Context: an optimization exercise on an open-source flow, tuned for small area. The choices shown serve that exercise and are no tape-out recipe. The RTL was checked by simulation tests, not by an equivalence proof against the original design. The flow treats the clock pin as an ideal source, which a real chip does not have.

Design flagteller, start of the top module:
module flagteller(uart, clk_12, rst, uart2);
  input uart;
  wire uart;
  input clk_12;
  wire clk_12;
  input rst;
  wire rst;
  output uart2;
  wire uart2;
  wire [63:0] _0000_;
  wire [6:0] _0001_;
  wire _0002_;
  wire _0003_;
  wire _0004_;
  wire _0005_;
  wire _0006_;
  wire _0007_;
  wire _0008_;
  wire _0009_;
  wire _0010_;
  wire _0011_;
  wire _0012_;
  wire _0013_;
  wire _0014_;
  wire _0015_;
  wire _0016_;
  wire _0017_;
  wire _0018_;
  wire _0019_;
  wire _0020_;
  wire _0021_;
  wire _0022_;
  wire _0023_;
  wire _0024_;
  wire _0025_;
  wire _0026_;
  wire _0027_;
  wire _0028_;
  wire _0029_;
  wire _0030_;
  wire _0031_;
  wire _0032_;
  wire _0033_;
  wire _0034_;
  wire _0035_;
  wire _0036_;
  wire _0037_;
  wire _0038_;
  wire _0039_;
  wire _0040_;
  wire _0041_;
  wire _0042_;
  wire _0043_;
  wire _0044_;
  wire _0045_;
  wire _0046_;
  wire _0047_;
  wire _0048_;
  wire _0049_;
  wire _0050_;
  wire _0051_;
  wire _0052_;
  wire _0053_;
  wire _0054_;
  wire _0055_;
  wire _0056_;
  wire _0057_;
  wire _0058_;
  wire _0059_;
  wire _0060_;
  wire _0061_;
  wire _0062_;
  wire _0063_;
  wire _0064_;
  wire _0065_;
  wire _0066_;
  wire _0067_;
  wire _0068_;
  wire _0069_;
  wire _0070_;
  wire _0071_;
  wire _0072_;
  wire _0073_;
  wire _0074_;
  wire _0075_;
  wire _0076_;
  wire _0077_;
  wire _0078_;
  wire _0079_;
  wire _0080_;
  wire _0081_;
  wire _0082_;
  wire _0083_;
  wire _0084_;
  wire _0085_;
  wire _0086_;
  wire _0087_;
  wire _0088_;
  wire _0089_;
  wire _0090_;
  wire _0091_;
  wire _0092_;
  wire _0093_;
  wire _0094_;
  wire _0095_;
  wire _0096_;
  wire _0097_;
  wire _0098_;
  wire _0099_;
  wire _0100_;
  wire _0101_;
  wire _0102_;
  wire _0103_;
  wire _0104_;
  wire _0105_;
  wire _0106_;
  wire _0107_;
  wire _0108_;
  wire _0109_;
  wire _0110_;
  wire _0111_;
  wire _0112_;
  wire _0113_;
  wire _0114_;
  wire _0115_;
  wire _0116_;
  wire _0117_;
  wire _0118_;
  ...
For scale: about 4 I/O pins, ~6300 µm² of cells after synthesis.
clock: 5.0 ns
lec_check: 0
cap_margin: 20
core_margin: 2
core_utilization: 60
cts_buf_list: sky130_fd_sc_hd__clkbuf_8
cts_cluster_diameter: 60
cts_cluster_size: 20
place_density: 0.7
slew_margin: 20
standard.sh (not shown) runs the stock make flow with config.mk's settings and CLKGATE_MAP_FILE= SYNTH_SCRIPT=/design/flow/synth_recipe.tcl, a recipe that flattens the netlist after the stock synthesis.
==> flow/flow/run.sh <==
#!/bin/bash
# Standard layout, except that clock tree synthesis inserts no dummy loads.
set -euo pipefail
export CTS_ARGS="-sink_clustering_enable -repair_clock_nets -dont_use_dummy_load -sink_clustering_size 20 -sink_clustering_max_diameter 60 -buf_list sky130_fd_sc_hd__clkbuf_8"
bash standard.sh > standard.log 2>&1
The baseline ran to the end with no violations.
Rerun with:
ABC_AREA = 1   (was unset)
=> Hold slack gains 0.022 ns; maximum frequency grows by 3.7%; worst setup slack gains 0.11 ns; global-route usage grows by 2.6 points.
Rerun with:
--- a/flow/flow/run.sh
+++ b/flow/flow/run.sh
@@ -4,2 +4,3 @@
 export CTS_ARGS="-sink_clustering_enable -repair_clock_nets -dont_use_dummy_load -sink_clustering_size 20 -sink_clustering_max_diameter 60 -buf_list sky130_fd_sc_hd__clkbuf_8"
+export PRE_CTS_TCL="$(pwd)/flow/pre_cts.tcl"
 bash standard.sh > standard.log 2>&1
==> flow/flow/pre_cts.tcl (new file) <==
configure_cts_characterization -max_slew 0.2
ABC_AREA = unset   (was 1)
The new run ran to the end with no violations.
Cell count fell by 9.8%.
Synthesized area increases by 1.1%.
Hold slack is worse by 0.022 ns.
Critical path depth fell by 3.
Clock skew grows by 0.0063 ns.
Die area rose by 1.0%.
Worst setup slack gets worse by 0.11 ns.
Non-clock buffer count is higher by 1.

========
Another version of the RTL of flagteller (not shown whole).
For scale: roughly 4 I/O pins.
==> flow/design.v (excerpt) <==
module flagteller(
        input uart,
        input clk_12,
        input rst,
        output uart2
);
localparam [63:0] P1  = 64'h030410c084000aa3;
localparam [63:0] P2  = 64'h0000000000000283;
localparam [63:0] Y1P = 64'h07a5506c93a7b887;    
localparam [63:0] Y2P = 64'he62ad50cd5f292a6;    
localparam [127:0] PW = 128'h72336c6c33745f67346c665f41475046;   
localparam RX_IDLE = 2'd0, RX_START = 2'd1, RX_DATA = 2'd2, RX_STOP = 2'd3;
reg [1:0] rxs;
reg [6:0] dc;              
reg [2:0] bp;             
localparam [6:0] DC0 = 7'h01, DC52 = 7'h6b, DC103 = 7'h79;
wire dc0 = (dc == DC0);
wire dc52 = (dc == DC52);
always @(posedge clk_12) begin
        if (rst) begin
                rxs <= RX_IDLE;
                bp <= 3'd0;
        end else begin
                case (rxs)
                RX_IDLE:  if (!uart) rxs <= RX_START;
                RX_START: if (dc0) begin rxs <= RX_DATA; bp <= 3'd0; end
                RX_DATA:  if (dc0) begin
                                if (bp == 3'd7) rxs <= RX_STOP;
                                else bp <= bp + 3'd1;
                          end
                RX_STOP:  if (dc0) rxs <= RX_IDLE;
                endcase
        end
end
wire dc_load = (rxs == RX_IDLE && !uart) || ((rxs == RX_START || rxs == RX_DATA) && dc0);
always @(posedge clk_12) begin
        if (rst) dc <= DC0;
        else if (dc_load) dc <= DC103;
        else if (!dc0) dc <= {dc[5:0], dc[6] ^ dc[5]};
end
wire sample = (rxs == RX_DATA) && dc52;
wire strobe = (rxs == RX_STOP) && dc52;
localparam S_IDLE = 3'd0, S_MEAS = 3'd1, S_A = 3'd2, S_B = 3'd3, S_TX = 3'd4;
reg [2:0] st;
reg [3:0] cc;             
reg locked;
reg [63:0] R;
reg [6:0] na;
reg match;
reg [6:0] bt;             
reg [3:0] ts;             
reg [5:0] bi;             
wire [5:0] j = {cc[2:0], bp};
wire first = (cc == 4'd0) && (bp == 3'd0);
wire hiph = cc[3];
wire last_lo = (cc == 4'd7) && (bp == 3'd7);
wire b = uart ^ (bp[0] && bp != 3'd7);    
wire rz = (R == 64'd0);
wire bt0 = (bt == 7'd0);
wire [63:0] pol = hiph ? P2 : P1;
wire [63:0] yp = hiph ? Y2P : Y1P;
  ...
==> flow/config.mk <==
export PLATFORM = sky130hd
export DESIGN_NAME = flagteller
export DESIGN_NICKNAME = flagteller
export VERILOG_FILES = /design/flow/design.v
export SDC_FILE = /design/flow/constraint.sdc
export NUM_CORES = 4
export LEC_CHECK = 0
export CAP_MARGIN = 20
export CORE_MARGIN = 2
export CORE_UTILIZATION = 60
export CTS_BUF_LIST = sky130_fd_sc_hd__clkbuf_8
export CTS_CLUSTER_DIAMETER = 60
export CTS_CLUSTER_SIZE = 20
export PLACE_DENSITY = 0.7
export SLEW_MARGIN = 20
==> flow/constraint.sdc <==
create_clock -name core_clock -period 5.0 [get_ports {clk_12}]
set_input_delay 1.0000 -clock core_clock [delete_from_list [all_inputs] [get_ports {clk_12}]]
set_output_delay 1.0000 -clock core_clock [all_outputs]
set_load 0.01 [all_outputs]
==> flow/flow/run.sh <==
#!/bin/bash
# Standard layout, except that clock tree synthesis inserts no dummy loads.
set -euo pipefail
export CTS_ARGS="-sink_clustering_enable -repair_clock_nets -dont_use_dummy_load -sink_clustering_size 40 -sink_clustering_max_diameter 200 -buf_list sky130_fd_sc_hd__clkbuf_8"
bash standard.sh > standard.log 2>&1
The first run finished with timing, DRC and antenna clean.
==> next run, changes <==
==> flow/flow/run.sh (replaced) <==
#!/bin/bash
# Standard layout, except that clock tree synthesis inserts no dummy loads.
set -euo pipefail
export CTS_ARGS="-sink_clustering_enable -repair_clock_nets -dont_use_dummy_load -sink_clustering_size 40 -sink_clustering_max_diameter 200 -buf_list sky130_fd_sc_hd__clkbuf_16"
bash standard.sh > standard.log 2>&1
After rerunning: The changed run went through all stages and came out clean; final cell count does not change; routed wire length barely changes; die area stays the same.

[separate check: timing with driven ports]
In the flow no input, the clock included, has a driving cell. The finished layouts below were timed again as built, in two steps. Step 1, drivers: a clkbuf_16 drives clk_12 and a buf_2 each remaining input, both assumed. Step 2, shift: input delay + t, output delay - t, t = (earliest + latest rising clock arrival at the registers) / 2. This alone moves slack from input paths to output paths. a / b / c = no drivers / after step 1 / after step 2; a / b = the first two.
run | shift t [ns] | setup WS [ns] | latest minus earliest clock arrival (ns)
the first run of note 1 | 0.413 | 1.771 / 1.771 / 1.554 | 0.033 / 0.033
the second run of note 1 | 0.401 | 1.885 / 1.885 / 1.840 | 0.028 / 0.027
the third run of note 1 | 0.413 | 1.771 / 1.771 / 1.554 | 0.033 / 0.033
the first run of note 2 | 0.415 | 1.693 / 1.693 / 1.668 | 0.035 / 0.035
the second run of note 2 | 0.392 | 1.694 / 1.694 / 1.694 | 0.023 / 0.022
After both steps setup and hold are still met in every run listed.
